Source: an optimization exercise on an open RTL-to-GDS flow (aim: small area). Production flows keep margins and buffers that such runs may drop. RTL that was checked went through simulation tests only; none was proved equivalent to the original. For runs 2, 5 and 6, only the layout was checked, not whether the RTL still works. Power figures rest on the tool's default switching activity, not on a simulated workload.

==> flow/design.v <==
module AXI_raddr(
	aclk,
	areset,
	araddr,
	arlen,
	arvalid,
	arready,
	dma_axi_start,
	dma_axi_raddr_free,
	dma_cfg_saddr,
	dma_cfg_number,
	dma_cfg_sexceed_4k
);
input aclk;
input areset;
output [31:0] araddr;
output [3:0] arlen;
output arvalid;
input arready;
input dma_axi_start;
output dma_axi_raddr_free;
input [31:0] dma_cfg_saddr;
input [13:0] dma_cfg_number;
input dma_cfg_sexceed_4k;
localparam AXI_raddr_idle = 1'd0;
localparam AXI_raddr_busy = 1'd1;
reg [31:0] araddr;
wire [3:0] arlen;
reg arvalid;
reg dma_axi_raddr_free;
reg [4:0] len;
reg [13:0] axi_raddr_number;
wire [4:0] next_len = (axi_raddr_number > 5'd16)?5'd16:axi_raddr_number;
wire [3:0] align_len = 5'b1_0000 - dma_cfg_saddr[3:0];
assign arlen = len - 1'd1;
reg state;
always@(posedge aclk) begin
	if(!areset) begin
		state <= AXI_raddr_idle;
		araddr <= 32'd0;
		len <= 4'd1;
		arvalid <= 1'd0;
		dma_axi_raddr_free <= 1'd1;
		axi_raddr_number <= 14'd0;
	end
	else begin
		case(state)
		AXI_raddr_idle:begin
			if(dma_axi_start) begin
				state <= AXI_raddr_busy;
				araddr <= dma_cfg_saddr;
				arvalid <= 1'd1;
				dma_axi_raddr_free <= 1'd0;
				if(dma_cfg_sexceed_4k) begin
					len <= align_len;
					axi_raddr_number <= dma_cfg_number - align_len;
				end
				else begin
					if(dma_cfg_number > 5'd16) begin
						len <= 5'd16;
						axi_raddr_number <= dma_cfg_number - 5'd16;
					end
					else begin
						len <= dma_cfg_number;
						axi_raddr_number <= 14'd0;
					end
				end
			end
			else begin
				state <= AXI_raddr_idle;
				araddr <= araddr;
				arvalid <= 1'd0;
				dma_axi_raddr_free <= 1'd1;
				len <= len;
				axi_raddr_number <= 14'd0;
			end
		end
		AXI_raddr_busy:begin
			if(arready) begin
				if(axi_raddr_number == 14'd0) begin
					state <= AXI_raddr_idle;
					araddr <= araddr;
					arvalid <= 1'd0;
					dma_axi_raddr_free <= 1'd1;
					len <= len;
					axi_raddr_number <= 14'd0;
				end
				else begin
					state <= AXI_raddr_busy;
					araddr <= araddr + len;
					arvalid <= 1'd1;
					dma_axi_raddr_free <= 1'd0;
					len <= next_len;
					axi_raddr_number <= axi_raddr_number - next_len;
				end
			end
			else begin
				state <= AXI_raddr_busy;
				araddr <= araddr;
				arvalid <= 1'd1;
				dma_axi_raddr_free <= 1'd0;
				len <= len;
				axi_raddr_number <= axi_raddr_number;
			end
		end
		endcase
	end
end
endmodule
==> flow/run.sh <==
#!/bin/bash
# synth_recipe.tcl (not shown) runs the flow's synth.tcl, then flattens the netlist and writes it again
# the make line also repeats each setting of config.mk as NAME=value (left out here)
make -C /OpenROAD-flow-scripts/flow DESIGN_CONFIG=/design/flow/config.mk WORK_HOME=/design/flow/orfs CLKGATE_MAP_FILE= SYNTH_SCRIPT=/design/flow/synth_recipe.tcl finish
==> flow/config.mk <==
export PLATFORM = sky130hd
export DESIGN_NAME = AXI_raddr
export DESIGN_NICKNAME = AXI_raddr
export VERILOG_FILES = /design/flow/design.v
export SDC_FILE = /design/flow/constraint.sdc
export NUM_CORES = 4
export LEC_CHECK = 0
export CAP_MARGIN = 20
export CORE_MARGIN = 2
export CORE_UTILIZATION = 40
export SLEW_MARGIN = 20
==> flow/constraint.sdc <==
create_clock -name core_clock -period 5.0 [get_ports {aclk}]
set_input_delay 1.0000 -clock core_clock [delete_from_list [all_inputs] [get_ports {aclk}]]
set_output_delay 1.0000 -clock core_clock [all_outputs]
set_load 0.01 [all_outputs]
==> results of run 1 <==
-- cell type report --
type	count	share of cell area [%]
clock buffers	6	1.47
clock inverters	2	0.203
inverters	21	1.60
multi-input cells	418	53.1
flip-flops and latches	53	21.5
well taps	133	3.37
repair buffers	94	18.7
-- worst paths after layout --
kind	startpoint	endpoint	slack [ns]	cells after the start
min reg2reg	araddr[3]$_SDFFE_PN0P_	araddr[3]$_SDFFE_PN0P_	0.49	2
max	dma_cfg_saddr[1]	axi_raddr_number[12]$_SDFFE_PN0P_	1.53	11
min	araddr[3]$_SDFFE_PN0P_	araddr[3]$_SDFFE_PN0P_	0.49	2
max reg2reg	axi_raddr_number[1]$_SDFFE_PN0P_	axi_raddr_number[8]$_SDFFE_PN0P_	1.84	10
-- tightest hold or removal path: cells and delay by family (launching register included) --
| kind | cells | cell delay, ns |
|---|---|---|
| compound gates | 1 | 0.05 |
| flops | 1 | 0.34 |
| simple gates | 1 | 0.06 |
-- through the flow --
stage                     instances  worst slack, ns  hold slack (ns)
after detailed placement        719             1.17            0.480
after CTS                       727             1.51            0.495
final                           727             1.53            0.492
after global placement          719             1.19            0.470
after floorplan                 524             2.00            0.452
after global routing            727             1.22            0.524
-- logic make-up after synthesis --
logic type	count (synthesis)	synth area share, %
compound gates	194	33.1
xor+xnor	12	2.67
mux	2	0.541
other cells	1	0.0954
buf+inv	53	6.33
simple gates	193	24.8
fa+ha+maj	16	5.47
flops	53	27.0
-- placed cells by master (no fill, tap or decap), drive strengths merged, types with 14 or more instances in the layout --
cell / instances
nor2: 43
inv: 21
o21ai: 41
dfxtp: 53
clkdlybuf4s50: 88
ha: 14
nand2: 55
a21oi: 56
nand3: 18
nor3: 18
-- power by group through the flow --
stage / Combinational, mW / Clock, mW / Sequential (mW)
after floorplan: 0.359 / 0 / 0.540
after global placement: 0.549 / 0 / 0.551
after detailed placement: 0.553 / 0 / 0.551
after CTS: 0.556 / 0.255 / 0.541
after global routing: 0.621 / 0.270 / 0.553
final: 0.556 / 0.251 / 0.544
-- state kept, by name, summed over array words and instances (netlist names) --
register	cells
araddr	32
arvalid	1
axi_raddr_number	14
dma_axi_raddr_free	1
len	5
-- routing by layer --
metal | GRT usage [%] | up-vias
met1 | 31.3 | 1942
met2 | 39.4 | 139
met3 | 2.44 | 11
met5 | 0 | -
met4 | 5.36 | 0
li1 | - | 2094
==> results.txt, run 1 <==
clock tree from TritonCTS yes; final core utilization 51.2%; Max IR drop VDD approximately 0.15 mV; setup total negative slack 0 ns; via count of the first global-routing pass 3900; Resize count post-CTS 0; Synth area leader sky130_fd_sc_hd__dfxtp_1; antenna violations before repair 0; flops & latches, synth 53; kind of cell adding the most delay to the critical path compound AO/OA/AOI/OAI gates; filler instances about 970; clk latency of the worst-skew pair around 0.31 ns; area share of the largest cell type after synthesis between 20% and 30%; critical path required time between 5 and 6 ns; total cell area at the placement stage a little under 5000 sq um; slowest library cell on the worst path sky130_fd_sc_hd__o31ai_1; total power consumption of the routed design about 1.4 mW; Initial Utilization roughly two fifths; type of element launching the critical path primary input; internal power component roughly 0.83 mW; wire length on met1 approximately 5700 um; Multi-input gate area 2620 sq um; Clock Power Share roughly a fifth; largest stage delay on the critical path approximately 0.57 ns; drt total wl 12200 um; highest clock rate between 200 and 300 MHz; buffers added on ports 88; most common library cells after synthesis sky130_fd_sc_hd__a21oi_1, sky130_fd_sc_hd__nand2_1, sky130_fd_sc_hd__dfxtp_1; top sig layer met4; worst clock skew approximately 0.015 ns; most frequently used flop master after synthesis sky130_fd_sc_hd__dfxtp_1; routed wl met2 between 5000 and 6000 um; number of primary I/O pins 89; Via-to-Cell Ratio 5.76; area of all placed cells without fillers around 4900 sq um; Site Rows 36; pwr dens 273 nW/um^2; number of failing hold endpoints at the final stage 0; initial drt markers between 200 and 300; leading post-synthesis cells by cell area sky130_fd_sc_hd__dfxtp_1, sky130_fd_sc_hd__a21oi_1, sky130_fd_sc_hd__nand2_1, sky130_fd_sc_hd__o21ai_0, sky130_fd_sc_hd__ha_1; Net Count, Synth roughly 600; largest fanout on the critical path 5; cell area after synthesis roughly 3900 sq um; register area ~1100 sq um; category of the critical setup timing path primary input to flip-flop; final period demand of the worst path roughly 3.5 ns; async set or reset register ratio after synthesis 0%; leakage power figure around 1.8 nW; layout cell share with drive strength beyond 1 between 4 and 5%; DIE WIDTH around 100 um; Synth Warn # 1; number of enable flip-flop cells after synthesis 0; area enclosed by the die boundary around 11000 sq um; Clk Tree Root Cell sky130_fd_sc_hd__clkbuf_8; routed vias approximately 4200; n_diodes 0; metal3 WL between 600 and 700 um; Worst Tran Pin Value between 0.8 and 0.9 ns; max-capacitance violation count 0; maximum number of pins on one net before global-route repair 39; number of search-and-repair iterations in the first detailed-routing pass 4; type of element capturing the critical path flip-flop; HP Class flip-flop to flip-flop; part of the total power dissipated in combinational logic 41.2%; clock-pin slew of the registers on the worst-case setup and hold paths between 0.1 and 0.15 ns; setup repair bufs after CTS 0; post-synthesis sequential area ratio between 20% and 30%; CTS Sinks 53; dpl hpwl 8640 um; final setup vio count 0; Tot GR Track Use 23.0%; sw power between 0.5 and 0.6 mW; RSZ-0062 raised after global routing false; final count of pins violating max slew 0; die outline height between 100 and 150 um; remaining max-slew budget at the tightest pin around 43%; routed len/inst ~17 um; cells traversed along the worst timing path clkdlybuf4s50_1 > inv_1 > ha_1 > xor2_1 > ha_1 > nor2b_1 > o31ai_1 > nand3_1 > xor2_1 > nor2_1 > o31a_1; level count of the clock H-tree 2; final critical-path share of the clock period around 70%; instance count of the mapped netlist around 520; Sw Ratio 38.6%; count of nets left with antenna violations after detail routing 0; buffer depth of the longest clock path 2; number of nets in the layout between 600 and 700; routability congestion estimate 0.831; Floorplan Core Area slightly below 10000 sq um; total congestion overflow after global routing 0; Seq pwr share approximately 40%; Layout Area Growth over Synthesis 25.6%; synth unique cells 67; synthesized area divided by synthesized cell count between 7 and 8 sq um; arrival time of data at the critical path endpoint 3.67 ns; result of the run no timing/DRC/antenna violations; count of buffering cells on the critical path with inverters included 2; global-route wire length before repair between 15000 and 20000 um; number of buffers inserted by hold repair at cts 0; number of clock buffers inserted by TritonCTS 5; DRC viols 0
==> inputs of run 2 (changes only) <==
==> flow/design.v (replaced) <==
module AXI_raddr(
	aclk,
	areset,
	araddr,
	arlen,
	arvalid,
	arready,
	dma_axi_start,
	dma_axi_raddr_free,
	dma_cfg_saddr,
	dma_cfg_number,
	dma_cfg_sexceed_4k
);
input aclk;
input areset;
output [31:0] araddr;
output [3:0] arlen;
output arvalid;
input arready;
input dma_axi_start;
output dma_axi_raddr_free;
input [31:0] dma_cfg_saddr;
input [13:0] dma_cfg_number;
input dma_cfg_sexceed_4k;
reg busy;
reg [31:0] araddr;
reg [3:0] arlen;
reg len_zero;
reg [13:0] cnt;
reg last;
assign arvalid = busy;
assign dma_axi_raddr_free = ~busy;
wire load = ~busy & dma_axi_start;
wire take = busy & arready & ~len_zero;
wire adv = busy & arready & ~last;
wire [13:0] cnt_in = busy ? cnt : dma_cfg_number;
wire [13:0] cnt_sub = busy ? (take ? {10'h3ff, ~arlen} : 14'd0) : 14'h3fff;
wire [4:0] cnt_lo = {1'b0, cnt_in[3:0]} + {1'b0, cnt_sub[3:0]};
wire cnt_dec = cnt_sub[4] & ~cnt_lo[4];
wire [13:0] cnt_nx;
assign cnt_nx[3:0] = cnt_lo[3:0];
genvar i;
generate
	for (i = 4; i < 14; i = i + 1) begin : g_cnt
		if (i == 4) begin : g_b
			assign cnt_nx[i] = cnt_in[i] ^ cnt_dec;
		end else begin : g_n
			assign cnt_nx[i] = cnt_in[i] ^ (cnt_dec & ~|cnt_in[i-1:4]);
		end
	end
endgenerate
wire cnt_hi = |cnt_nx[13:4];
wire cnt_ones = &cnt_nx;
wire [3:0] len_nx = cnt_hi ? 4'hf : cnt_nx[3:0];
wire [3:0] s = dma_cfg_saddr[3:0];
wire s_zero = ~|s;
wire first_last = dma_cfg_sexceed_4k ?
	(s_zero ? cnt_ones : (~cnt_hi & (cnt_nx[3:0] == ~s))) :
	(~cnt_hi | cnt_ones);
wire add = adv & ~len_zero;
wire [4:0] addr_lo = {1'b0, araddr[3:0]} + {1'b0, add ? arlen : 4'd0} + {4'd0, add};
wire [31:0] addr_nx;
assign addr_nx[3:0] = addr_lo[3:0];
generate
	for (i = 4; i < 32; i = i + 1) begin : g_addr
		if (i == 4) begin : g_b
			assign addr_nx[i] = araddr[i] ^ addr_lo[4];
		end else begin : g_n
			assign addr_nx[i] = araddr[i] ^ (addr_lo[4] & &araddr[i-1:4]);
		end
	end
endgenerate
always @(posedge aclk) begin
	if (!areset) begin
		busy <= 1'b0;
		araddr <= 32'd0;
		arlen <= 4'd0;
		len_zero <= 1'b0;
	end else begin
		if (busy)
			busy <= ~(arready & last);
		else
			busy <= dma_axi_start;
		araddr <= load ? dma_cfg_saddr : addr_nx;
		if (load & dma_cfg_sexceed_4k) begin
			arlen <= ~s;
			len_zero <= s_zero;
		end else if (load | adv) begin
			arlen <= len_nx;
			len_zero <= cnt_ones;
		end
	end
	cnt <= cnt_nx;
	if (load)
		last <= first_last;
	else if (adv)
		last <= ~cnt_hi;
end
endmodule
==> flow/flow/run.sh (new file) <==
#!/bin/bash
# Standard ORFS layout with two changes: the port buffers use the smallest
# buffer cell, and (if flow/abc.script exists) ABC maps with an area-oriented script.
set -euo pipefail
here=$(pwd)
if [[ -f flow/abc.script ]]; then
  cp -r "$FLOW_HOME/scripts" "$here/scripts"
  cp flow/abc.script "$here/scripts/abc_speed.script"
  export SCRIPTS_DIR="$here/scripts"
fi
export BUFFER_PORTS_ARGS="-buffer_cell sky130_fd_sc_hd__buf_1"
bash standard.sh > standard_flow.log 2>&1
==> flow/flow/abc.script (new file) <==
strash
dc2
strash
dch -f
amap
==> flow/standard.sh (new file) <==
#!/bin/bash
# synth_recipe.tcl (not shown) runs the flow's synth.tcl, then flattens the netlist and writes it again
# the make line also repeats each setting of config.mk as NAME=value (left out here)
make -C /OpenROAD-flow-scripts/flow DESIGN_CONFIG=/design/flow/config.mk WORK_HOME=/design/flow/orfs CLKGATE_MAP_FILE= SYNTH_SCRIPT=/design/flow/synth_recipe.tcl "${@:-finish}"
--- a/flow/config.mk
+++ b/flow/config.mk
@@ -8,4 +8,5 @@
 export CAP_MARGIN = 20
 export CORE_MARGIN = 2
 export CORE_UTILIZATION = 40
+export GPL_TIMING_DRIVEN = 0
 export SLEW_MARGIN = 20
removed: flow/run.sh
==> results.txt, run 2 <==
result of the run no timing/DRC/antenna violations; Via-to-Cell Ratio 5.43; routed len/inst between 10 and 15 um; biggest registers after layout araddr: 32 flops, cnt: 14 flops, arlen: 4 flops; n_diodes 0; synthesized area divided by synthesized cell count 8.68 sq um; critical path required time around 5.2 ns; Most Frequent Cell on Critical Path sky130_fd_sc_hd__and3_4; CTS Sinks 53; count of nets left with antenna violations after detail routing 0; Clk Tree Root Cell sky130_fd_sc_hd__clkbuf_8; highest clock rate roughly 200 MHz; leading post-synthesis cells by cell area sky130_fd_sc_hd__dfxtp_1, sky130_fd_sc_hd__o221a_1, sky130_fd_sc_hd__nor2_1, sky130_fd_sc_hd__and3_1, sky130_fd_sc_hd__ha_1; number of nets in the layout 484; largest fanout on the critical path 4; leakage power figure around 1.4 nW; routed vias approximately 2700; Layout Area Growth over Synthesis 34.5%; slowest library cell on the worst path sky130_fd_sc_hd__fa_2; Synth area leader sky130_fd_sc_hd__dfxtp_1; number of buffers inserted by hold repair at cts 0; most frequent cells in the layout sky130_fd_sc_hd__buf_1, sky130_fd_sc_hd__nor2_1, sky130_fd_sc_hd__dfxtp_1; worst hold slack across all endpoints ~0.50 ns; clock tree from TritonCTS yes; most frequently used flop master after synthesis sky130_fd_sc_hd__dfxtp_1; worst hold path stage count 2; Max IR drop VDD 0.195 mV; clock-pin slew of the registers on the worst-case setup and hold paths approximately 0.09 ns; number of cells on the worst reg-to-reg path 25; setup slack of the most critical reg-to-reg path around 0.14 ns; cell area after synthesis 2650 sq um; buffers added on ports 88; start point of the worst min-delay path araddr[31]$_SDFF_PN0_; buffer depth of the longest clock path 2; Synth Warn # 1; number of search-and-repair iterations in the first detailed-routing pass 4; final count of pins violating max slew 0; synth unique cells 33; total congestion overflow after global routing 0; global-route wire length before repair around 11000 um; die outline height approximately 85 um; DIE WIDTH between 80 and 90 um; dpl hpwl a little under 5000 um; layout cell share with drive strength beyond 1 16.1%; initial drt markers slightly below 90; area enclosed by the die boundary roughly 7300 sq um; non-filler instance count after layout ~500; pwr dens 304 nW/um^2; Hold Path End araddr[31]$_SDFF_PN0_; Floorplan Core Area roughly 6400 sq um; type of element launching the critical path primary input; cell with the most instances after synthesis sky130_fd_sc_hd__nor2_1; number of failing hold endpoints at the final stage 0; worst-case setup slack after placement -0.875 ns; RSZ-0062 raised after global routing true; number of flip-flops under the largest register name 32; Final Worst Setup Slack ~0.052 ns; Initial Utilization around two fifths; instance count of the mapped netlist just over 300; arrival time of data at the critical path endpoint roughly 5 ns; cell count after placement between 400 and 500; type of element capturing the critical path flip-flop; remaining max-slew budget at the tightest pin between 30% and 40%; maximum number of pins on one net before global-route repair 38; antenna violations before repair 0; number of enable flip-flop cells after synthesis 1; endpoint of the worst-slack reg-to-reg timing path araddr[30]$_SDFF_PN0_; flops & latches, synth between 50 and 60; level count of the clock H-tree 2; setup total negative slack 0 ns; Worst Tran Pin Value ~0.99 ns; max-capacitance violation count 0; final setup vio count 0; via count of the first global-routing pass ~2500; Site Rows 29; HP Class flip-flop to flip-flop; post-synthesis sequential area ratio between 40% and 50%; drt total wl a little over 7000 um; routability congestion estimate around 0.87; DRC viols 0; Biggest register araddr; final period demand of the worst path approximately 4.9 ns; most common library cell in the layout ignoring fill and taps sky130_fd_sc_hd__buf_1; Net Count, Synth about 370; Tot GR Track Use 19.5%; largest stage delay on the critical path ~0.37 ns; most common library cells after synthesis sky130_fd_sc_hd__nor2_1, sky130_fd_sc_hd__dfxtp_1, sky130_fd_sc_hd__o221a_1; number of clock buffers inserted by TritonCTS 5; async set or reset register ratio after synthesis 0%; area share of the largest cell type after synthesis between 30 and 40%; worst clock skew ~0.013 ns; final critical-path share of the clock period between 90% and 100%; reg-to-reg startpoint busy$_SDFF_PN0_; clk latency of the worst-skew pair 0.31 ns; number of primary I/O pins 89; category of the critical setup timing path primary input to flip-flop
## run 2: cell count changes in the layout (fill, tap and decap cells not counted), sizes merged, moves of 16 or more
cell and delta:
a21oi -43, and3 +16, buf +103, clkdlybuf4s50 -88, clkinv +23, inv -20
nand2 -40, nand3 -18, nor2 +20, o21ai -26, o221a +31
## run 2: logic make-up after synthesis
kind of cell | after synthesis | synth area share, %
AND/OR/NAND/NOR | 127 | 22.7
AO/OA/AOI/OAI | 88 | 26.8
flip-flops | 53 | 40.5
buffers and inverters | 25 | 3.55
adder cells (fa/ha/maj) | 12 | 6.52
## run 2: layout make-up
type	count	area (sq um)
Fill cell	630	2830
Multi-Input combinational cell	227	1640
Sequential cell	53	1070
Timing Repair Buffer	109	508
Inverter	25	114
Tap cell	77	96.3
Clock buffer	6	93.8
Clock inverter	2	35.0
## run 2: through the flow
step           utilization [%]  instance area (sq um)  total power [mW]
2_1_floorplan                -                   2750             0.669
3_3_place_gp              49.8                   3180             0.746
3_5_place_dp              49.8                   3180             0.751
4_1_cts                   53.9                   3440              1.08
5_1_grt                   55.7                   3560              1.14
6_report                  55.7                   3560              1.08
## run 2: layer usage
metal	GRT usage (%)	vias up	routed length, um
li1	-	1374	-
met4	7.07	0	126
met3	3.89	11	370
met5	0	-	0
met2	31.0	78	3340
met1	26.3	1248	3410
## run 2: critical path, delay by kind of cell
kind                     cells  cell delay, ns
buffers and inverters        4            0.33
adder cells (fa/ha/maj)      2            0.58
AO/OA/AOI/OAI                4            0.54
AND/OR/NAND/NOR             16            2.70
## run 2: timing repair
item | CTS | global route
pin swaps | 7 | 3
endpoints found under the setup margin | 13 | 13
buffers inserted | 14 | 7
resized for setup | 7 | 21
## run 2: report_power, final
group / internal, mW / switching, mW / leakage (nW) / total (mW)
clock network: 0.179 / 0.152 / 0.0663 / 0.331
registers: 0.477 / 0.0348 / 0.444 / 0.511
logic: 0.0981 / 0.143 / 0.899 / 0.242
total: 0.754 / 0.330 / 1.41 / 1.08
## run 2: worst max-delay path by stage
stage | from | endpoint | slack [ns] | cells after the start
finish | arready | araddr[30]$_SDFF_PN0_ | 0.05 | 26
global route | arready | araddr[31]$_SDFF_PN0_ | -0.1 | 26
CTS | arready | arlen[2]$_SDFFE_PN0P_ | 0.009 | 25
detailed placement | arready | araddr[31]$_SDFF_PN0_ | -0.87 | 26
global placement | arready | araddr[30]$_SDFF_PN0_ | -0.83 | 26
floorplan | arready | araddr[30]$_SDFF_PN0_ | -0.23 | 25
==> inputs of run 3 (changes only) <==
==> flow/design.v (replaced) <==
module AXI_raddr(
	aclk,
	areset,
	araddr,
	arlen,
	arvalid,
	arready,
	dma_axi_start,
	dma_axi_raddr_free,
	dma_cfg_saddr,
	dma_cfg_number,
	dma_cfg_sexceed_4k
);
input aclk;
input areset;
output [31:0] araddr;
output [3:0] arlen;
output arvalid;
input arready;
input dma_axi_start;
output dma_axi_raddr_free;
input [31:0] dma_cfg_saddr;
input [13:0] dma_cfg_number;
input dma_cfg_sexceed_4k;
reg busy;
reg [31:0] araddr;
reg [3:0] arlen;
reg len_zero;
reg [13:0] cnt;
reg last;
assign arvalid = busy;
assign dma_axi_raddr_free = ~busy;
genvar i;
wire load = ~busy & dma_axi_start;
wire take = busy & arready & ~len_zero;
wire adv = busy & arready & ~last;
wire [13:0] cnt_in = busy ? cnt : dma_cfg_number;
wire [3:0] sub_lo = busy ? (take ? ~arlen : 4'd0) : 4'hf;
wire sub_hi = ~busy | take;
wire [4:0] cnt_lo = {1'b0, cnt_in[3:0]} + {1'b0, sub_lo};
wire dec = sub_hi & ~cnt_lo[4];
wire [9:0] x = cnt_in[13:4];
wire [13:0] cnt_nx;
assign cnt_nx[3:0] = cnt_lo[3:0];
assign cnt_nx[4] = x[0] ^ dec;
generate
	for (i = 1; i < 10; i = i + 1) begin : g_cnt
		assign cnt_nx[4+i] = x[i] ^ (dec & ~|x[i-1:0]);
	end
endgenerate
wire hi = |x[9:1] | (x[0] ^ dec);
wire [3:0] len_nx = hi ? 4'hf : cnt_lo[3:0];
wire [3:0] s = dma_cfg_saddr[3:0];
wire s_zero = ~|s;
wire num_zero = ~|dma_cfg_number;
wire first_last = dma_cfg_sexceed_4k ?
	(~|dma_cfg_number[13:4] & &(cnt_lo[3:0] ^ s)) :
	(~hi | num_zero);
wire add = adv & ~len_zero;
wire [4:0] addr_lo = {1'b0, araddr[3:0]} + {1'b0, add ? arlen : 4'd0} + {4'd0, add};
wire [4:0] gen_lo = {1'b0, araddr[3:0]} + {1'b0, arlen} + 5'd1;
wire [31:0] addr_nx;
assign addr_nx[3:0] = addr_lo[3:0];
wire [7:0] blk;
assign blk[0] = gen_lo[4];
generate
	for (i = 0; i < 7; i = i + 1) begin : g_blk
		assign blk[i+1] = blk[i] & &araddr[4*i+7:4*i+4];
		assign addr_nx[4*i+4] = araddr[4*i+4] ^ (add & blk[i]);
		assign addr_nx[4*i+5] = araddr[4*i+5] ^ (add & blk[i] & araddr[4*i+4]);
		assign addr_nx[4*i+6] = araddr[4*i+6] ^ (add & blk[i] & &araddr[4*i+5:4*i+4]);
		assign addr_nx[4*i+7] = araddr[4*i+7] ^ (add & blk[i] & &araddr[4*i+6:4*i+4]);
	end
endgenerate
always @(posedge aclk) begin
	if (!areset) begin
		busy <= 1'b0;
		araddr <= 32'd0;
		arlen <= 4'd0;
		len_zero <= 1'b0;
	end else begin
		if (busy)
			busy <= ~(arready & last);
		else
			busy <= dma_axi_start;
		araddr <= load ? dma_cfg_saddr : addr_nx;
		if (load & dma_cfg_sexceed_4k) begin
			arlen <= ~s;
			len_zero <= s_zero;
		end else if (load) begin
			arlen <= len_nx;
			len_zero <= num_zero;
		end else if (adv) begin
			arlen <= len_nx;
			len_zero <= 1'b0;
		end
	end
	cnt <= cnt_nx;
	if (load)
		last <= first_last;
	else if (adv)
		last <= ~hi;
end
endmodule
==> flow/flow/abc.script (replaced) <==
&get -n
&st
&dch -f
&nf -a -R 1000
&put
==> results.txt, run 3 <==
routability congestion estimate 0.743; most frequently used flop master after synthesis sky130_fd_sc_hd__dfxtp_1; Biggest register araddr; Clk Tree Root Cell sky130_fd_sc_hd__clkbuf_8; Initial Utilization 40.7%; Clock Power Share ~29%; routed len/inst about 13 um; Site Rows 30; antenna violations before repair 0; largest fanout on the critical path 25; critical path required time 5.21 ns; highest clock rate ~240 MHz; CTS Sinks 53; area enclosed by the die boundary roughly 7500 sq um; number of flip-flops under the largest register name 32; arrival time of data at the critical path endpoint roughly 4.4 ns; DRC viols 0; RSZ-0062 raised after global routing false; final count of pins violating max slew 0; Floorplan Core Area about 6700 sq um; remaining max-slew budget at the tightest pin between 30% and 40%; final critical-path share of the clock period about 84%; cell with the most instances after synthesis sky130_fd_sc_hd__dfxtp_1; Seq pwr share between 40 and 50%; post-synthesis sequential area ratio 39.1%; number of buffers inserted by hold repair at cts 0; biggest registers after layout araddr: 32 flops, cnt: 14 flops, arlen: 4 flops; drt total wl a little over 6000 um; worst clock skew approximately 0.0051 ns; number of primary I/O pins just under 90; max-capacitance violation count 0; internal power component ~0.75 mW; slowest library cell on the worst path sky130_fd_sc_hd__dfxtp_1; Layout Area Growth over Synthesis 21.1%; total congestion overflow after global routing 0; cells traversed along the worst timing path nand2_1 > or2_0 > nor2_1 > nand2_1 > nor4_1 > and3_1 > and3_1 > and2_0 > and4_1 > ha_1 > nor2_1 > nor2_1; result of the run no timing/DRC/antenna violations; leakage power figure 1.25 nW; final core utilization 49.3%; Resize count post-CTS 0; number of search-and-repair iterations in the first detailed-routing pass 4; leading post-synthesis cells by cell area sky130_fd_sc_hd__dfxtp_1, sky130_fd_sc_hd__o21ai_0, sky130_fd_sc_hd__ha_1, sky130_fd_sc_hd__a21oi_1, sky130_fd_sc_hd__xnor2_1; final period demand of the worst path 4.21 ns; part of the total power dissipated in combinational logic around 22%; largest stage delay on the critical path 0.99 ns; Synth area leader sky130_fd_sc_hd__dfxtp_1; Worst Tran Pin Value 0.987 ns; most frequent cells in the layout sky130_fd_sc_hd__buf_1, sky130_fd_sc_hd__dfxtp_1, sky130_fd_sc_hd__o21ai_0; type of element capturing the critical path flip-flop; most common library cell in the layout ignoring fill and taps sky130_fd_sc_hd__buf_1; clk latency of the worst-skew pair ~0.31 ns; number of enable flip-flop cells after synthesis 1; sw power between 0.3 and 0.4 mW; Synth Warn # 1; clock-pin slew of the registers on the worst-case setup and hold paths approximately 0.10 ns; cell area after synthesis 2740 sq um; die outline height around 87 um; worst-case setup slack after placement 0.645 ns; Max IR drop VDD ~0.15 mV; synthesized area divided by synthesized cell count between 9 and 10 sq um; Sw Ratio between 20% and 30%; setup repair bufs after CTS 0; total cell area at the placement stage about 3200 sq um; instance count of the mapped netlist slightly above 300; setup total negative slack 0 ns; buffer depth of the longest clock path 2; HP Class flip-flop to flip-flop; Most Frequent Cell on Critical Path sky130_fd_sc_hd__nor2_1; Net Count, Synth between 300 and 400; Final Worst Setup Slack 0.788 ns; synth unique cells 34; most common library cells after synthesis sky130_fd_sc_hd__dfxtp_1, sky130_fd_sc_hd__o21ai_0, sky130_fd_sc_hd__a21oi_1; count of nets left with antenna violations after detail routing 0; maximum number of pins on one net before global-route repair 39; category of the critical setup timing path flip-flop to flip-flop; number of clock buffers inserted by TritonCTS 5; n_diodes 0; via count of the first global-routing pass about 2300; dpl hpwl ~4700 um; initial drt markers 37; area share of the largest cell type after synthesis between 30% and 40%; Via-to-Cell Ratio approximately 5.3; total power consumption of the routed design 1.07 mW; buffers added on ports just under 90; global-route wire length before repair about 10000 um; flops & latches, synth 53; pwr dens 323 nW/um^2; number of nets in the layout between 400 and 500; area of all placed cells without fillers between 3000 and 4000 sq um; async set or reset register ratio after synthesis 0%; type of element launching the critical path flip-flop; number of failing hold endpoints at the final stage 0; final setup vio count 0; clock tree from TritonCTS yes; level count of the clock H-tree 2; Tot GR Track Use approximately 17%; DIE WIDTH ~87 um; layout cell share with drive strength beyond 1 2.49%; routed vias 2526
[run 3: power by group through the flow]
stage                     Combinational (mW)  Clock, mW  Sequential [mW]
final                                  0.239      0.306            0.524
after global routing                   0.275      0.334            0.533
after CTS                              0.244      0.316            0.525
after detailed placement               0.242          0            0.534
after global placement                 0.234          0            0.534
after floorplan                        0.155          0            0.538
[run 3: logic make-up (layout without fill, tap and decap cells)]
logic type	count (synthesis)	in the layout	synth area share (%)
buffers and inverters	3	100	0.411
AOI/OAI and AO/OA	104	104	21.6
xor gates and xnor gates	29	29	9.28
DFF	53	53	39.1
adders and majority gates	19	19	9.51
muxes	14	14	5.40
and+or+nand+nor	82	82	14.7
[run 3: routing by layer]
metal	share of wire (%)	up-vias	track usage (%)
li1	-	1309	-
met1	46	1155	21.2
met2	48	55	28.8
met3	5.0	7	3.52
met4	1.2	0	4.40
met5	0	-	0
[run 3: metrics by stage]
stage,hold slack (ns),instances
floorplan,0.460,304
global placement,0.487,472
detailed placement,0.492,473
CTS,0.511,481
global route,0.547,481
finish,0.505,481
[run 3: path summary, 6_finish.rpt]
check / slack, ns / cells past startpoint / from / to
max: 0.79 / 12 / busy$_SDFF_PN0_ / araddr[28]$_SDFF_PN0_
min reg2reg: 0.51 / 1 / last$_DFFE_PP_ / busy$_SDFF_PN0_
min: 0.51 / 1 / last$_DFFE_PP_ / busy$_SDFF_PN0_
max reg2reg: 0.79 / 12 / busy$_SDFF_PN0_ / araddr[28]$_SDFF_PN0_
[run 3: final cells by class]
cell class | count | area (sq um)
clock buffer | 7 | 86.3
clock inverter | 1 | 30.0
fill | 707 | 3400
inverter | 3 | 11.3
multi-input combinational | 248 | 1660
sequential | 53 | 1070
tap | 80 | 100
timing repair buffer | 89 | 359
[run 3: worst max-delay path, delay by kind of cell (launching register included)]
family | cells | cell delay [ns]
flops | 1 | 0.99
fa+ha+maj | 1 | 0.23
simple gates | 11 | 2.89
==> inputs of run 4 (changes only) <==
==> flow/flow/abc.script (replaced) <==
strash
dc2
strash
dch -f
amap
==> results.txt, run 4 <==
number of flip-flops under the largest register name 32; flops & latches, synth 53; Floorplan Core Area 6390 sq um; Via-to-Cell Ratio between 5 and 6; routed vias about 2500; setup total negative slack 0 ns; Final Worst Setup Slack approximately 0.38 ns; Tot GR Track Use a little under a fifth; clock-pin slew of the registers on the worst-case setup and hold paths 0.10 ns; area enclosed by the die boundary ~7300 sq um; final count of pins violating max slew 0; worst hold path stage count 2; buffers added on ports approximately 90; result of the run no timing/DRC/antenna violations; worst hold slack across all endpoints 0.504 ns; setup slack of the most critical reg-to-reg path slightly above 0.5 ns; Site Rows 29; sw power 0.305 mW; post-synthesis sequential area ratio 40.2%; CTS Sinks 53; most frequently used flop master after synthesis sky130_fd_sc_hd__dfxtp_1; count of nets left with antenna violations after detail routing 0; Seq pwr share about half; RSZ-0062 raised after global routing false; number of clock buffers inserted by TritonCTS 5; type of element launching the critical path primary input; Max IR drop VDD between 0.15 and 0.2 mV; number of cells on the worst reg-to-reg path 19; final critical-path share of the clock period between 90 and 100%; pwr dens 314 nW/um^2; most frequent cells in the layout sky130_fd_sc_hd__buf_1, sky130_fd_sc_hd__nor2_1, sky130_fd_sc_hd__dfxtp_1; highest clock rate roughly 220 MHz; antenna violations before repair 0; arrival time of data at the critical path endpoint just under 5 ns; total congestion overflow after global routing 0; cell count after placement 461; async set or reset register ratio after synthesis 0%; most common library cell in the layout ignoring fill and taps sky130_fd_sc_hd__buf_1; critical path required time approximately 5.2 ns; HP Class flip-flop to flip-flop; number of nets in the layout ~460; part of the total power dissipated in combinational logic a little over a fifth; routability congestion estimate 0.798; final setup vio count 0; max-capacitance violation count 0; Synth area leader sky130_fd_sc_hd__dfxtp_1; number of failing hold endpoints at the final stage 0; top sig layer met4; remaining max-slew budget at the tightest pin 37.5%; Clk Tree Root Cell sky130_fd_sc_hd__clkbuf_8; number of primary I/O pins 89; DIE WIDTH ~86 um; worst-case setup slack after placement between 0.03 and 0.04 ns; wire length on met1 about 3100 um; via count of the first global-routing pass between 2000 and 2500; Synth Warn # 1; clock tree from TritonCTS yes; drt total wl about 6600 um; number of buffers inserted by hold repair at cts 0; Biggest register araddr; Worst Tran Pin Value between 0.9 and 1 ns; leading post-synthesis cells by cell area sky130_fd_sc_hd__dfxtp_1, sky130_fd_sc_hd__o221a_1, sky130_fd_sc_hd__ha_1, sky130_fd_sc_hd__nor2_1, sky130_fd_sc_hd__o21ai_0; worst clock skew a little over 0.005 ns; leakage power figure ~1.3 nW; Net Count, Synth between 300 and 400; routed wl met2 between 2000 and 3000 um; internal power component roughly 0.7 mW; DRC viols 0; final core utilization roughly half; area share of the largest cell type after synthesis approximately two fifths; non-filler instance count after layout roughly 470; filler instances around 640; level count of the clock H-tree 2; global-route wire length before repair approximately 11000 um; Sw Ratio 30.3%; n_diodes 0; routed len/inst between 10 and 15 um; type of element capturing the critical path flip-flop; number of enable flip-flop cells after synthesis 1; number of search-and-repair iterations in the first detailed-routing pass 4; most common library cells after synthesis sky130_fd_sc_hd__dfxtp_1, sky130_fd_sc_hd__nor2_1, sky130_fd_sc_hd__o221a_1; dpl hpwl 4750 um; Clock Power Share between 20% and 30%; cell area after synthesis 2660 sq um; clk latency of the worst-skew pair around 0.3 ns; Layout Area Growth over Synthesis 20.0%; instance count of the mapped netlist roughly 300; category of the critical setup timing path primary input to flip-flop; maximum number of pins on one net before global-route repair 39; synth unique cells 28; initial drt markers 101; synthesized area divided by synthesized cell count between 8 and 9 sq um; buffer depth of the longest clock path 2; die outline height 85.6 um; final period demand of the worst path approximately 4.6 ns; largest fanout on the critical path 6; biggest registers after layout araddr: 32 flops, cnt: 14 flops, arlen: 4 flops; Initial Utilization a little over two fifths; layout cell share with drive strength beyond 1 2.81%; metal3 WL ~460 um
-- run 4: kinds of logic after synthesis --
| kind of cell | count (synthesis) | share of synthesized area [%] |
|---|---|---|
| XOR/XNOR | 1 | 0.329 |
| AO/OA/AOI/OAI | 98 | 28.1 |
| AND/OR/NAND/NOR | 113 | 19.9 |
| adder cells (fa/ha/maj) | 19 | 9.77 |
| buffers and inverters | 12 | 1.69 |
| flip-flops | 53 | 40.2 |
-- run 4: final timing paths --
check / to / from
max reg2reg: araddr[30]$_SDFF_PN0_ / busy$_SDFF_PN0_
max: araddr[30]$_SDFF_PN0_ / arready
min reg2reg: araddr[31]$_SDFF_PN0_ / araddr[31]$_SDFF_PN0_
min: araddr[31]$_SDFF_PN0_ / araddr[31]$_SDFF_PN0_
-- run 4: power groups by stage --
stage	Combinational [mW]	Sequential [mW]	Clock, mW
after floorplan	0.138	0.528	0
after global placement	0.219	0.522	0
after detailed placement	0.222	0.524	0
after CTS	0.223	0.514	0.276
after global routing	0.254	0.522	0.296
final	0.221	0.514	0.269
-- run 4: final cells by class --
cell class / count / area, sq um / area share [%]
Multi-Input combinational cell: 231 / 1550 / 48.5
Sequential cell: 53 / 1070 / 33.6
Timing Repair Buffer: 88 / 332 / 10.4
Clock buffer: 7 / 96.3 / 3.01
Tap cell: 77 / 96.3 / 3.01
Inverter: 12 / 45.0 / 1.41
Clock inverter: 1 / 5.00 / 0.157
-- run 4: repair_timing --
action	CTS	global route
setup endpoints to repair	0	7
setup buffers	0	0
resized for setup	0	1
-- run 4: per-layer routing --
metal,vias up,global-route usage [%]
met2,75,28.8
met3,5,3.85
li1,1313,-
met1,1132,25.5
met5,-,0
met4,0,3.75
-- run 4: stage by stage --
step	area (sq um)	total power [mW]
6_report	3200	1.00
5_1_grt	3200	1.07
4_1_cts	3190	1.01
3_5_place_dp	3090	0.746
3_3_place_gp	3090	0.741
2_1_floorplan	2660	0.666
-- run 4: worst max-delay path, stage by stage --
cell and delay [ns]:
sky130_fd_sc_hd__buf_1 0.09, sky130_fd_sc_hd__nand2_1 0.09, sky130_fd_sc_hd__nor2_1 0.17, sky130_fd_sc_hd__nand2_1 0.19
sky130_fd_sc_hd__nor2_1 0.17, sky130_fd_sc_hd__and3_1 0.21, sky130_fd_sc_hd__and3_1 0.21, sky130_fd_sc_hd__and3_1 0.22
sky130_fd_sc_hd__and3_1 0.21, sky130_fd_sc_hd__and3_1 0.20, sky130_fd_sc_hd__and3_1 0.22, sky130_fd_sc_hd__and3_1 0.20
sky130_fd_sc_hd__and3_1 0.21, sky130_fd_sc_hd__and3_1 0.20, sky130_fd_sc_hd__and3_1 0.20, sky130_fd_sc_hd__and3_1 0.22
sky130_fd_sc_hd__and3_1 0.25, sky130_fd_sc_hd__nand4_1 0.16, sky130_fd_sc_hd__nor2b_1 0.16, sky130_fd_sc_hd__o221a_1 0.23
==> inputs of run 5 (changes only) <==
--- a/flow/design.v
+++ b/flow/design.v
@@ -72,10 +72,13 @@
 		assign addr_nx[4*i+7] = araddr[4*i+7] ^ (add & blk[i] & &araddr[4*i+6:4*i+4]);
 	end
 endgenerate
+wire sel_load = areset & load;
+wire sel_next = areset & ~load;
+always @(posedge aclk)
+	araddr <= ({32{sel_load}} & dma_cfg_saddr) | ({32{sel_next}} & addr_nx);
 always @(posedge aclk) begin
 	if (!areset) begin
 		busy <= 1'b0;
-		araddr <= 32'd0;
 		arlen <= 4'd0;
 		len_zero <= 1'b0;
 	end else begin
@@ -83,7 +86,6 @@
 			busy <= ~(arready & last);
 		else
 			busy <= dma_axi_start;
-		araddr <= load ? dma_cfg_saddr : addr_nx;
 		if (load & dma_cfg_sexceed_4k) begin
 			arlen <= ~s;
 			len_zero <= s_zero;
==> flow/flow/abc.script (replaced) <==
&get -n
&st
&dch -f
&nf -a -R 1000
&put
--- a/flow/config.mk
+++ b/flow/config.mk
@@ -8,5 +8,7 @@
 export CAP_MARGIN = 20
 export CORE_MARGIN = 2
 export CORE_UTILIZATION = 40
+export CTS_CLUSTER_DIAMETER = 300
+export CTS_CLUSTER_SIZE = 60
 export GPL_TIMING_DRIVEN = 0
 export SLEW_MARGIN = 20
==> results.txt, run 5 <==
result of the run no timing/DRC/antenna violations; total cell area at the placement stage 3080 sq um; Layout Area Growth over Synthesis 20.2%; leading post-synthesis cells by cell area sky130_fd_sc_hd__dfxtp_1, sky130_fd_sc_hd__ha_1, sky130_fd_sc_hd__nand2_1, sky130_fd_sc_hd__xnor2_1, sky130_fd_sc_hd__o21ai_0; Floorplan Core Area ~6300 sq um; cell count after placement 450; DIE WIDTH around 85 um; flops & latches, synth 53; Biggest register araddr; dpl hpwl between 4000 and 5000 um; post-synthesis sequential area ratio 40.6%; drt total wl 6110 um; area enclosed by the die boundary 7250 sq um; worst clock skew between 0.005 and 0.006 ns; biggest registers after layout araddr: 32 flops, cnt: 14 flops, arlen: 4 flops; count of buffering cells on the critical path with inverters included 1; global-route wire length before repair between 10000 and 15000 um; total congestion overflow after global routing 0; initial drt markers between 60 and 70; CTS Sinks 53; setup total negative slack 0 ns; largest fanout on the critical path 7; remaining max-slew budget at the tightest pin roughly 35%; cells traversed along the worst timing path buf_1 > nand2_1 > or2_0 > a211oi_1 > and3_1 > and3_1 > nand3_1 > nor3_1 > and3_1 > and3_1 > and4_1 > o21ai_0 > a21oi_1 > a21o_1; synth unique cells 38; final count of pins violating max slew 0; count of nets left with antenna violations after detail routing 0; number of enable flip-flop cells after synthesis 1; slowest library cell on the worst path sky130_fd_sc_hd__a211oi_1; routed vias between 2000 and 2500; most common library cell in the layout ignoring fill and taps sky130_fd_sc_hd__buf_1; clock-pin slew of the registers on the worst-case setup and hold paths roughly 0.09 ns; leakage power figure roughly 1.2 nW; category of the critical setup timing path primary input to flip-flop; critical path required time around 5.3 ns; routability congestion estimate about 0.75; buffer depth of the longest clock path 2; filler instances approximately 660; area share of the largest cell type after synthesis between 30% and 40%; area of all placed cells without fillers between 3000 and 4000 sq um; non-filler instance count after layout between 400 and 500; Initial Utilization between 40% and 50%; synthesized area divided by synthesized cell count roughly 9.3 sq um; most frequent cells in the layout sky130_fd_sc_hd__buf_1, sky130_fd_sc_hd__dfxtp_1, sky130_fd_sc_hd__nand2_1; pwr dens slightly above 300 nW/um^2; clock tree from TritonCTS yes; Via-to-Cell Ratio between 5 and 6; largest stage delay on the critical path between 0.4 and 0.5 ns; Tot GR Track Use between 15 and 20%; cell with the most instances after synthesis sky130_fd_sc_hd__dfxtp_1; instance count of the mapped netlist ~280; DRC viols 0; number of primary I/O pins between 80 and 90; clk latency of the worst-skew pair approximately 0.3 ns; type of element launching the critical path primary input; final setup vio count 0; type of element capturing the critical path flip-flop; RSZ-0062 raised after global routing false; layout cell share with drive strength beyond 1 under 10%; kind of cell adding the most delay to the critical path simple AND/OR/NAND/NOR gates; buffers added on ports a little under 90; routed len/inst 13.4 um; number of search-and-repair iterations in the first detailed-routing pass 5; most frequently used flop master after synthesis sky130_fd_sc_hd__dfxtp_1; cell area after synthesis between 2000 and 3000 sq um; most common library cells after synthesis sky130_fd_sc_hd__dfxtp_1, sky130_fd_sc_hd__nand2_1, sky130_fd_sc_hd__o21ai_0; async set or reset register ratio after synthesis 0%; antenna violations before repair 0; highest clock rate 231 MHz; Site Rows 29; register area 1070 sq um; max-capacitance violation count 0; maximum number of pins on one net before global-route repair 26; Multi-input gate area between 1500 and 2000 sq um; Clk Tree Root Cell sky130_fd_sc_hd__clkbuf_8; number of flip-flops under the largest register name 32; die outline height approximately 85 um; Max IR drop VDD roughly 0.13 mV; final period demand of the worst path approximately 4.3 ns; via count of the first global-routing pass roughly 2300; final critical-path share of the clock period ~87%; Synth area leader sky130_fd_sc_hd__dfxtp_1; number of failing hold endpoints at the final stage 0; Net Count, Synth 354; number of clock buffers inserted by TritonCTS 5; number of nets in the layout 450; setup repair bufs after CTS 0; arrival time of data at the critical path endpoint approximately 4.6 ns; level count of the clock H-tree 2; Most Frequent Cell on Critical Path sky130_fd_sc_hd__and3_1; Worst Tran Pin Value 0.979 ns; HP Class flip-flop to flip-flop; Synth Warn # 1; n_diodes 0
run 5: changes by cell type in the layout (fill, tap and decap cells not counted), moves of 5 or more:
cell,previous run,this run
sky130_fd_sc_hd__mux2_1,0,10
sky130_fd_sc_hd__nand2_1,16,40
sky130_fd_sc_hd__nor2_1,52,12
sky130_fd_sc_hd__o21ai_0,19,24
sky130_fd_sc_hd__o221a_1,30,1
sky130_fd_sc_hd__o22ai_1,7,1
sky130_fd_sc_hd__o31ai_1,0,12
sky130_fd_sc_hd__or2_0,8,1
sky130_fd_sc_hd__xnor2_1,1,15
sky130_fd_sc_hd__xor2_1,0,5
run 5: metrics by stage:
stage	power [mW]	hold slack [ns]	setup slack [ns]	util, %
floorplan	0.662	0.485	1.13	-
global placement	0.728	0.509	0.329	48.2
detailed placement	0.735	0.518	0.329	48.5
CTS	0.988	0.537	0.373	49.9
global route	1.04	0.549	0.272	49.9
finish	0.973	0.530	0.672	49.9
run 5: cell families (layout without fill, tap and decap cells):
| kind of cell | after synthesis | count (layout) | share of synthesized area (%) |
|---|---|---|---|
| XOR/XNOR | 20 | 20 | 6.65 |
| multiplexers | 14 | 14 | 5.79 |
| AO/OA/AOI/OAI | 83 | 83 | 20.4 |
| adder cells (fa/ha/maj) | 19 | 19 | 9.88 |
| flip-flops | 53 | 53 | 40.6 |
| AND/OR/NAND/NOR | 87 | 87 | 15.5 |
| buffers and inverters | 8 | 104 | 1.14 |
run 5: what timing repair did:
action                     CTS  global route
hold buffers                 0             0
setup endpoints to repair    0             1
resized for setup            0             1
hold endpoints to repair     0             0
run 5: worst reg2reg max path, stage by stage, from the launching register on:
cell                       delay (ns)
sky130_fd_sc_hd__dfxtp_2         0.67
sky130_fd_sc_hd__nand2_1         0.13
sky130_fd_sc_hd__or2_0           0.36
sky130_fd_sc_hd__a211oi_1        0.49
sky130_fd_sc_hd__and3_1          0.37
sky130_fd_sc_hd__and3_1          0.31
sky130_fd_sc_hd__nand3_1         0.17
sky130_fd_sc_hd__nor3_1          0.49
sky130_fd_sc_hd__and3_1          0.35
sky130_fd_sc_hd__and3_1          0.26
sky130_fd_sc_hd__and4_1          0.26
sky130_fd_sc_hd__o21ai_0         0.09
sky130_fd_sc_hd__a21oi_1         0.17
sky130_fd_sc_hd__a21o_1          0.09
run 5: power breakdown:
| group | total, mW | switching (mW) | internal [mW] |
|---|---|---|---|
| Combinational | 0.209 | 0.116 | 0.0925 |
| Sequential | 0.514 | 0.0347 | 0.480 |
| Clock | 0.250 | 0.140 | 0.110 |
| Total | 0.973 | 0.291 | 0.682 |
run 5: final timing paths:
check	start	cells past startpoint	to	slack, ns
worst min register to register	last$_DFFE_PP_	1	busy$_SDFF_PN0_	0.53
worst max register to register	busy$_SDFF_PN0_	13	araddr[31]$_DFF_P_	0.74
worst min-delay path	last$_DFFE_PP_	1	busy$_SDFF_PN0_	0.53
worst max-delay path	arready	14	araddr[31]$_DFF_P_	0.67
run 5: area by class of cell:
cell class | count | area share [%]
Clock buffer | 6 | 2.61
Multi-Input combinational cell | 223 | 48.4
Timing Repair Buffer | 89 | 10.9
Clock inverter | 1 | 0.237
Tap cell | 77 | 3.04
Inverter | 8 | 0.948
Sequential cell | 53 | 33.8
run 5: metal layers:
metal	GRT usage [%]	vias up	share of wire (%)
li1	-	1232	-
met1	21.4	1097	46
met2	30.4	68	47
met3	4.47	7	6.2
met4	3.90	0	0.98
met5	0	-	0
==> inputs of run 6 (changes only) <==
--- a/flow/flow/run.sh
+++ b/flow/flow/run.sh
@@ -8,5 +8,6 @@
   cp flow/abc.script "$here/scripts/abc_speed.script"
   export SCRIPTS_DIR="$here/scripts"
 fi
+if [[ -f flow/cts_args ]]; then export CTS_ARGS="$(cat flow/cts_args)"; fi
 export BUFFER_PORTS_ARGS="-buffer_cell sky130_fd_sc_hd__buf_1"
 bash standard.sh > standard_flow.log 2>&1
==> flow/flow/cts_args (new file) <==
-sink_clustering_enable -repair_clock_nets -buf_list sky130_fd_sc_hd__clkbuf_16 -root_buf sky130_fd_sc_hd__clkbuf_16 -sink_buffer_max_cap_derate 1.0 -dont_use_dummy_load
==> results.txt, run 6 <==
cell with the most instances after synthesis sky130_fd_sc_hd__dfxtp_1; Layout Area Growth over Synthesis 21.6%; final setup vio count 0; number of search-and-repair iterations in the first detailed-routing pass 4; clock tree from TritonCTS yes; clk latency of the worst-skew pair approximately 0.28 ns; critical path required time 5.23 ns; final count of pins violating max slew 0; number of flip-flops under the largest register name 32; type of element launching the critical path primary input; number of failing hold endpoints at the final stage 0; filler instances around 650; type of element capturing the critical path flip-flop; number of enable flip-flop cells after synthesis 1; number of primary I/O pins 89; routability congestion estimate 0.755; M2 GR Usage a little under a third; most frequent cells in the layout sky130_fd_sc_hd__buf_1, sky130_fd_sc_hd__dfxtp_1, sky130_fd_sc_hd__nand2_1; final critical-path share of the clock period ~87%; global-route wire length before repair a little over 10000 um; Most Frequent Cell on Critical Path sky130_fd_sc_hd__and3_1; Synth Warn # 1; area enclosed by the die boundary 7250 sq um; Biggest register araddr; reg-to-reg startpoint busy$_SDFF_PN0_; layout cell share with drive strength beyond 1 between 1.5 and 2%; level count of the clock H-tree 2; setup slack of the most critical reg-to-reg path around 0.73 ns; area share of the largest cell type after synthesis about two fifths; met1 routing resource usage after global routing between 20% and 30%; Synth area leader sky130_fd_sc_hd__dfxtp_1; pwr dens about 330 nW/um^2; routed len/inst approximately 13 um; setup total negative slack 0 ns; number of buffers inserted by hold repair at cts 0; synthesized area divided by synthesized cell count about 9.3 sq um; maximum number of pins on one net before global-route repair 26; launching element of the worst setup path arready; Max IR drop VDD about 0.15 mV; result of the run no timing/DRC/antenna violations; biggest registers after layout araddr: 32 flops, cnt: 14 flops, arlen: 4 flops; count of nets left with antenna violations after detail routing 0; buffers added on ports 88; cell area after synthesis around 2600 sq um; total congestion overflow after global routing 0; DIE WIDTH 85.2 um; most common library cells after synthesis sky130_fd_sc_hd__dfxtp_1, sky130_fd_sc_hd__nand2_1, sky130_fd_sc_hd__o21ai_0; buffer depth of the longest clock path 2; via count of the first global-routing pass 2362; n_diodes 0; leading post-synthesis cells by cell area sky130_fd_sc_hd__dfxtp_1, sky130_fd_sc_hd__ha_1, sky130_fd_sc_hd__nand2_1, sky130_fd_sc_hd__xnor2_1, sky130_fd_sc_hd__o21ai_0; Initial Utilization 41.5%; synth unique cells 38; number of cells on the worst reg-to-reg path 13; clock-pin slew of the registers on the worst-case setup and hold paths around 0.070 ns; routed vias about 2400; critical path capture point araddr[31]$_DFF_P_; Via-to-Cell Ratio 5.29; antenna violations before repair 0; flops & latches, synth 53; final period demand of the worst path between 4 and 5 ns; Clk Tree Root Cell sky130_fd_sc_hd__clkbuf_16; initial drt markers 80; largest fanout on the critical path 7; cells traversed along the worst timing path buf_1 > nand2_1 > or2_0 > a211oi_1 > and3_1 > and3_1 > nand3_1 > nor3_1 > and3_1 > and3_1 > and4_1 > o21ai_0 > a21oi_1 > a21o_1; slowest library cell on the worst path sky130_fd_sc_hd__a211oi_1; category of the critical setup timing path primary input to flip-flop; number of clock buffers inserted by TritonCTS 5; HP Class flip-flop to flip-flop; remaining max-slew budget at the tightest pin a little over a third; number of nets in the layout 450; Floorplan Core Area 6350 sq um; Site Rows 29; drt total wl 6130 um; post-synthesis sequential area ratio 40.6%; most frequently used flop master after synthesis sky130_fd_sc_hd__dfxtp_1; RSZ-0062 raised after global routing false; Tot GR Track Use around 17%; total power consumption of the routed design between 1 and 1.5 mW; dpl hpwl 4700 um; Net Count, Synth between 300 and 400; leakage power figure roughly 1.2 nW; max-capacitance violation count 0; Resize count post-CTS 0; endpoint of the worst-slack reg-to-reg timing path araddr[31]$_DFF_P_; die outline height between 80 and 90 um; most common library cell in the layout ignoring fill and taps sky130_fd_sc_hd__buf_1; DRC viols 0; largest stage delay on the critical path around 0.50 ns; CTS Sinks 53; setup repair bufs after CTS 0; peak-usage layer in the global routing report met2; async set or reset register ratio after synthesis 0%; Worst Tran Pin Value just under 1 ns; M3 GR Usage 3.31%; arrival time of data at the critical path endpoint between 4 and 5 ns; worst clock skew 0.00991 ns; instance count of the mapped netlist 284; highest clock rate around 230 MHz
run 6: cell count changes in the layout (fill, tap and decap cells not counted), sizes merged:
| cell | delta |
|---|---|
| clkbuf | -1 |
| clkinvlp | -1 |
run 6: cell type report:
type | count | area (sq um) | share of cell area (%)
clock buffer | 5 | 125 | 3.91
inverter | 8 | 30.0 | 0.938
multi-input combinational | 223 | 1530 | 47.9
sequential | 53 | 1070 | 33.5
tap | 77 | 96.3 | 3.01
timing repair buffer | 89 | 345 | 10.8
run 6: routing by layer:
metal,vias to the layer above,share of wire (%),wire (um)
met2,68,47,2870
met4,0,0.90,55
li1,1231,-,-
met5,-,0,0
met3,5,5.8,354
met1,1104,46,2850
run 6: worst min-delay path by stage:
| stage | from | endpoint | slack [ns] | cells past startpoint |
|---|---|---|---|---|
| global placement | len_zero$_SDFFE_PN0P_ | len_zero$_SDFFE_PN0P_ | 0.51 | 1 |
| detailed placement | len_zero$_SDFFE_PN0P_ | len_zero$_SDFFE_PN0P_ | 0.52 | 1 |
| global route | last$_DFFE_PP_ | busy$_SDFF_PN0_ | 0.54 | 1 |
| floorplan | last$_DFFE_PP_ | busy$_SDFF_PN0_ | 0.48 | 1 |
| CTS | last$_DFFE_PP_ | busy$_SDFF_PN0_ | 0.53 | 1 |
| finish | araddr[27]$_DFF_P_ | araddr[27]$_DFF_P_ | 0.53 | 2 |
run 6: where the power goes:
part | internal, mW | switching [mW] | leakage [nW]
sequential | 0.480 | 0.0350 | 0.441
clock | 0.177 | 0.142 | 0.0616
combinational | 0.0925 | 0.116 | 0.727
total | 0.750 | 0.293 | 1.23
run 6: logic make-up after synthesis:
group | count (synthesis) | synth area share, %
simple gates | 87 | 15.5
compound gates | 83 | 20.4
flops | 53 | 40.6
xor+xnor | 20 | 6.65
fa+ha+maj | 19 | 9.88
mux | 14 | 5.79
buf+inv | 8 | 1.14
run 6: metrics by stage:
step                      hold slack, ns  setup slack [ns]  cells  util [%]  area (sq um)
after floorplan                    0.485              1.13    284         -          2640
after global placement             0.509             0.329    449      48.2          3060
after detailed placement           0.518             0.329    450      48.5          3080
after CTS                          0.530             0.369    455      50.4          3200
after global routing               0.542             0.233    455      50.4          3200
final                              0.525             0.638    455      50.4          3200
run 6: worst max-delay path, delay by kind of cell:
family | cells | cell delay (ns)
simple gates | 9 | 2.64
compound gates | 4 | 0.84
buf+inv | 1 | 0.10
==> inputs of run 7 (changes only) <==
--- a/flow/design.v
+++ b/flow/design.v
@@ -57,19 +57,18 @@
 	(~|dma_cfg_number[13:4] & &(cnt_lo[3:0] ^ s)) :
 	(~hi | num_zero);
 wire add = adv & ~len_zero;
-wire [4:0] addr_lo = {1'b0, araddr[3:0]} + {1'b0, add ? arlen : 4'd0} + {4'd0, add};
-wire [4:0] gen_lo = {1'b0, araddr[3:0]} + {1'b0, arlen} + 5'd1;
+wire [4:0] sum_lo = {1'b0, araddr[3:0]} + {1'b0, arlen} + 5'd1;
 wire [31:0] addr_nx;
-assign addr_nx[3:0] = addr_lo[3:0];
+assign addr_nx[3:0] = add ? sum_lo[3:0] : araddr[3:0];
 wire [7:0] blk;
-assign blk[0] = gen_lo[4];
+assign blk[0] = add & sum_lo[4];
 generate
 	for (i = 0; i < 7; i = i + 1) begin : g_blk
 		assign blk[i+1] = blk[i] & &araddr[4*i+7:4*i+4];
-		assign addr_nx[4*i+4] = araddr[4*i+4] ^ (add & blk[i]);
-		assign addr_nx[4*i+5] = araddr[4*i+5] ^ (add & blk[i] & araddr[4*i+4]);
-		assign addr_nx[4*i+6] = araddr[4*i+6] ^ (add & blk[i] & &araddr[4*i+5:4*i+4]);
-		assign addr_nx[4*i+7] = araddr[4*i+7] ^ (add & blk[i] & &araddr[4*i+6:4*i+4]);
+		assign addr_nx[4*i+4] = araddr[4*i+4] ^ blk[i];
+		assign addr_nx[4*i+5] = araddr[4*i+5] ^ (blk[i] & araddr[4*i+4]);
+		assign addr_nx[4*i+6] = araddr[4*i+6] ^ (blk[i] & &araddr[4*i+5:4*i+4]);
+		assign addr_nx[4*i+7] = araddr[4*i+7] ^ (blk[i] & &araddr[4*i+6:4*i+4]);
 	end
 endgenerate
 wire sel_load = areset & load;
==> flow/flow/abc.script (replaced) <==
strash
dc2
strash
dch -f
amap
==> flow/flow/cts_args (replaced) <==
-sink_clustering_enable -repair_clock_nets -buf_list sky130_fd_sc_hd__clkbuf_8 -root_buf sky130_fd_sc_hd__clkbuf_8 -dont_use_dummy_load
--- a/flow/config.mk
+++ b/flow/config.mk
@@ -8,7 +8,5 @@
 export CAP_MARGIN = 20
 export CORE_MARGIN = 2
 export CORE_UTILIZATION = 40
-export CTS_CLUSTER_DIAMETER = 300
-export CTS_CLUSTER_SIZE = 60
 export GPL_TIMING_DRIVEN = 0
 export SLEW_MARGIN = 20
==> results.txt, run 7 <==
synth unique cells 34; routability congestion estimate ~0.8; dpl hpwl ~4700 um; post-synthesis xor/xnor area fraction 0%; final core utilization between 40% and 50%; most common library cells after synthesis sky130_fd_sc_hd__dfxtp_1, sky130_fd_sc_hd__nor2_1, sky130_fd_sc_hd__nand2_1; RSZ-0062 raised after global routing false; level count of the clock H-tree 2; sw power approximately 0.31 mW; Initial Utilization 40.9%; Multi-input gate area ~1400 sq um; number of buffers inserted by hold repair at cts 0; routed len/inst 12.8 um; HP Class flip-flop to flip-flop; Floorplan Core Area about 6300 sq um; worst-case setup slack after placement -0.696 ns; via count of the first global-routing pass about 2400; Net Count, Synth between 300 and 400; instance count of the mapped netlist between 300 and 400; count of nets left with antenna violations after detail routing 0; filler instances approximately 660; initial drt markers 93; number of clock buffers inserted by TritonCTS 5; Seq pwr share 53.0%; type of element capturing the critical path flip-flop; final period demand of the worst path between 4 and 5 ns; most common library cell in the layout ignoring fill and taps sky130_fd_sc_hd__buf_1; top sig layer met4; wire length on met1 slightly below 3000 um; Compound-Gate Fraction of Synth Area between 20% and 30%; Site Rows 29; Via-to-Cell Ratio about 5.2; cell with the most instances after synthesis sky130_fd_sc_hd__dfxtp_1; Synth area leader sky130_fd_sc_hd__dfxtp_1; total power consumption of the routed design 0.980 mW; drt total wl about 6200 um; non-filler instance count after layout 483; routed vias around 2500; number of flip-flops under the largest register name 32; number of primary I/O pins 89; Layout Area Growth over Synthesis 21.3%; final critical-path share of the clock period 92.3%; die outline height 84.1 um; number of nets in the layout about 480; highest clock rate around 220 MHz; Tot GR Track Use between 10% and 20%; leading post-synthesis cells by cell area sky130_fd_sc_hd__dfxtp_1, sky130_fd_sc_hd__ha_1, sky130_fd_sc_hd__nor2_1, sky130_fd_sc_hd__a22o_1, sky130_fd_sc_hd__o21ai_0; final setup vio count 0; share of cell area taken by muxes after synthesis 0%; routed wl met2 around 2900 um; DIE WIDTH approximately 84 um; cell count after placement roughly 480; largest fanout on the critical path 5; main combinational cell family by area after synthesis compound AO/OA/AOI/OAI gates; biggest registers after layout araddr: 32 flops, cnt: 14 flops, arlen: 4 flops; area enclosed by the die boundary 7080 sq um; critical path required time 5.18 ns; register area ~1100 sq um; most frequent cells in the layout sky130_fd_sc_hd__buf_1, sky130_fd_sc_hd__dfxtp_1, sky130_fd_sc_hd__nor2_1; result of the run no timing/DRC/antenna violations; n_diodes 0; most frequently used flop master after synthesis sky130_fd_sc_hd__dfxtp_1; number of enable flip-flop cells after synthesis 1; type of element launching the critical path primary input; internal power component between 0.6 and 0.7 mW; DRC viols 0; layout cell share with drive strength beyond 1 3.94%; async set or reset register ratio after synthesis 0%; Worst Tran Pin Value 0.927 ns; category of the critical setup timing path primary input to flip-flop; area share of the largest cell type after synthesis slightly above 40%; synthesized-area fraction occupied by and/or/nand/nor cells a little under a fifth; post-synthesis share of cell area spent on full adders, half adders and majority gates 9.36%; number of search-and-repair iterations in the first detailed-routing pass 4; buffers added on ports slightly below 90; clock tree from TritonCTS yes; leakage power figure about 1.2 nW; flops & latches, synth 53; Final Worst Setup Slack a little under 0.4 ns; arrival time of data at the critical path endpoint roughly 4.8 ns; post-synthesis sequential area ratio a little over two fifths; Max IR drop VDD between 0.15 and 0.2 mV; cell area after synthesis approximately 2600 sq um; pwr dens roughly 310 nW/um^2; clk latency of the worst-skew pair around 0.3 ns; Clock Power Share a little over a fifth; Clk Tree Root Cell sky130_fd_sc_hd__clkbuf_8; clock-pin slew of the registers on the worst-case setup and hold paths around 0.09 ns; max-capacitance violation count 0; synthesized area divided by synthesized cell count between 8 and 9 sq um; Synth Warn # 1; remaining max-slew budget at the tightest pin between 30 and 40%; final count of pins violating max slew 0; metal3 WL ~400 um; global-route wire length before repair roughly 10000 um; maximum number of pins on one net before global-route repair 23; total congestion overflow after global routing 0; Sw Ratio 31.3%; buffer depth of the longest clock path 2; number of failing hold endpoints at the final stage 0; Biggest register araddr; part of the total power dissipated in combinational logic ~25%; worst clock skew 0.0191 ns; antenna violations before repair 0; CTS Sinks 53
run 7: cell types whose count changed after synthesis, moves of 5 or more:
| cell | delta |
|---|---|
| sky130_fd_sc_hd__xor2_1 | -5 |
| sky130_fd_sc_hd__o31ai_1 | -12 |
| sky130_fd_sc_hd__clkinv_1 | +28 |
| sky130_fd_sc_hd__mux2_1 | -10 |
| sky130_fd_sc_hd__o32ai_1 | +7 |
| sky130_fd_sc_hd__a31oi_1 | -7 |
| sky130_fd_sc_hd__a22o_1 | +11 |
| sky130_fd_sc_hd__o22ai_1 | +8 |
| sky130_fd_sc_hd__nor2_1 | +34 |
| sky130_fd_sc_hd__xnor2_1 | -15 |
run 7: worst max-delay path, cell delays in order:
cell                       delay, ns
sky130_fd_sc_hd__buf_1          0.10
sky130_fd_sc_hd__nand2_1        0.12
sky130_fd_sc_hd__nor3_4         0.23
sky130_fd_sc_hd__clkinv_2       0.14
sky130_fd_sc_hd__nor2_1         0.15
sky130_fd_sc_hd__and3_1         0.21
sky130_fd_sc_hd__and3_1         0.21
sky130_fd_sc_hd__and3_1         0.20
sky130_fd_sc_hd__nand2_1        0.10
sky130_fd_sc_hd__nor2_2         0.13
sky130_fd_sc_hd__and3_1         0.19
sky130_fd_sc_hd__nand2_1        0.10
sky130_fd_sc_hd__nor2_2         0.13
sky130_fd_sc_hd__and3_1         0.19
sky130_fd_sc_hd__nand2_1        0.10
sky130_fd_sc_hd__nor2_2         0.13
sky130_fd_sc_hd__and3_1         0.19
sky130_fd_sc_hd__nand2_1        0.10
sky130_fd_sc_hd__nor2_2         0.13
sky130_fd_sc_hd__and3_1         0.19
sky130_fd_sc_hd__nand2_1        0.10
sky130_fd_sc_hd__nor2_2         0.16
sky130_fd_sc_hd__and4_1         0.26
sky130_fd_sc_hd__nand2_1        0.07
sky130_fd_sc_hd__a22o_1         0.17
run 7: worst paths after layout:
kind / start / cells after the start / slack, ns / end
worst max-delay path: arready / 25 / 0.39 / araddr[31]$_DFF_P_
worst min-delay path: arlen[0]$_SDFFE_PN0P_ / 2 / 0.49 / arlen[0]$_SDFFE_PN0P_
worst max register to register: busy$_SDFF_PN0_ / 18 / 0.39 / arlen[2]$_SDFFE_PN0P_
worst min register to register: arlen[0]$_SDFFE_PN0P_ / 2 / 0.49 / arlen[0]$_SDFFE_PN0P_
run 7: repair_timing:
| item | in CTS | in global routing |
|---|---|---|
| endpoints found under the setup margin | 5 | 5 |
| setup buffers | 0 | 1 |
| resized for setup | 4 | 5 |
| pin swaps | 0 | 1 |
run 7: cells by family after synthesis:
| kind of cell | count (synthesis) |
|---|---|
| adders and majority gates | 18 |
| and+or+nand+nor | 108 |
| DFF | 53 |
| AOI/OAI and AO/OA | 96 |
| buffers and inverters | 36 |
run 7: area by class of cell:
type / instances / share of cell area [%]
multi-input combinational: 222 / 44.6
sequential: 53 / 34.4
inverter: 36 / 4.38
clock buffer: 5 / 2.21
tap: 77 / 3.09
timing repair buffer: 90 / 11.3
run 7: stage by stage:
stage | area [sq um] | hold slack, ns | setup TNS (ns)
2_1_floorplan | 2570 | 0.490 | 0
3_3_place_gp | 2990 | 0.485 | -2.99
4_1_cts | 3090 | 0.497 | 0
6_report | 3110 | 0.491 | 0
3_5_place_dp | 3010 | 0.478 | -3.44
5_1_grt | 3110 | 0.537 | 0
run 7: power groups by stage:
| stage | clock network, mW | logic [mW] | registers, mW |
|---|---|---|---|
| final | 0.216 | 0.244 | 0.520 |
| after global routing | 0.243 | 0.280 | 0.527 |
| after CTS | 0.230 | 0.245 | 0.520 |
| after detailed placement | 0 | 0.242 | 0.529 |
| after global placement | 0 | 0.238 | 0.526 |
| after floorplan | 0 | 0.157 | 0.531 |
run 7: metal layers:
metal	vias up	track usage, %
li1	1311	-
met1	1139	21.8
met2	68	30.7
met3	2	4.65
met4	0	4.25
met5	-	0

## what the ideal ports hide
In the flow no input, the clock included, has a driving cell. The finished layouts below were timed again as built, in two steps.
Step 1, drivers: a clkbuf_16 drives aclk and a buf_2 each remaining input, both assumed.
Step 2 times the ports against the registers' clock, not the clock port: input delays grow and output delays shrink by t, the midpoint of the rising clock arrivals with the driver on.
Three values: ideal ports, drivers, drivers and shift; two values: the first two.
run	t, ns	setup WS [ns]
run 1	0.344	1.531 / 1.545 / 1.201
run 2	0.340	0.052 / 0.020 / -0.319
run 3	0.331	0.788 / 0.788 / 0.706
run 4	0.326	0.382 / 0.388 / 0.062
run 5	0.329	0.672 / 0.665 / 0.336
run 6	0.314	0.638 / 0.636 / 0.322
run 7	0.322	0.387 / 0.385 / 0.063
With both steps, setup timing fails in run 2, where it was met with ideal ports.
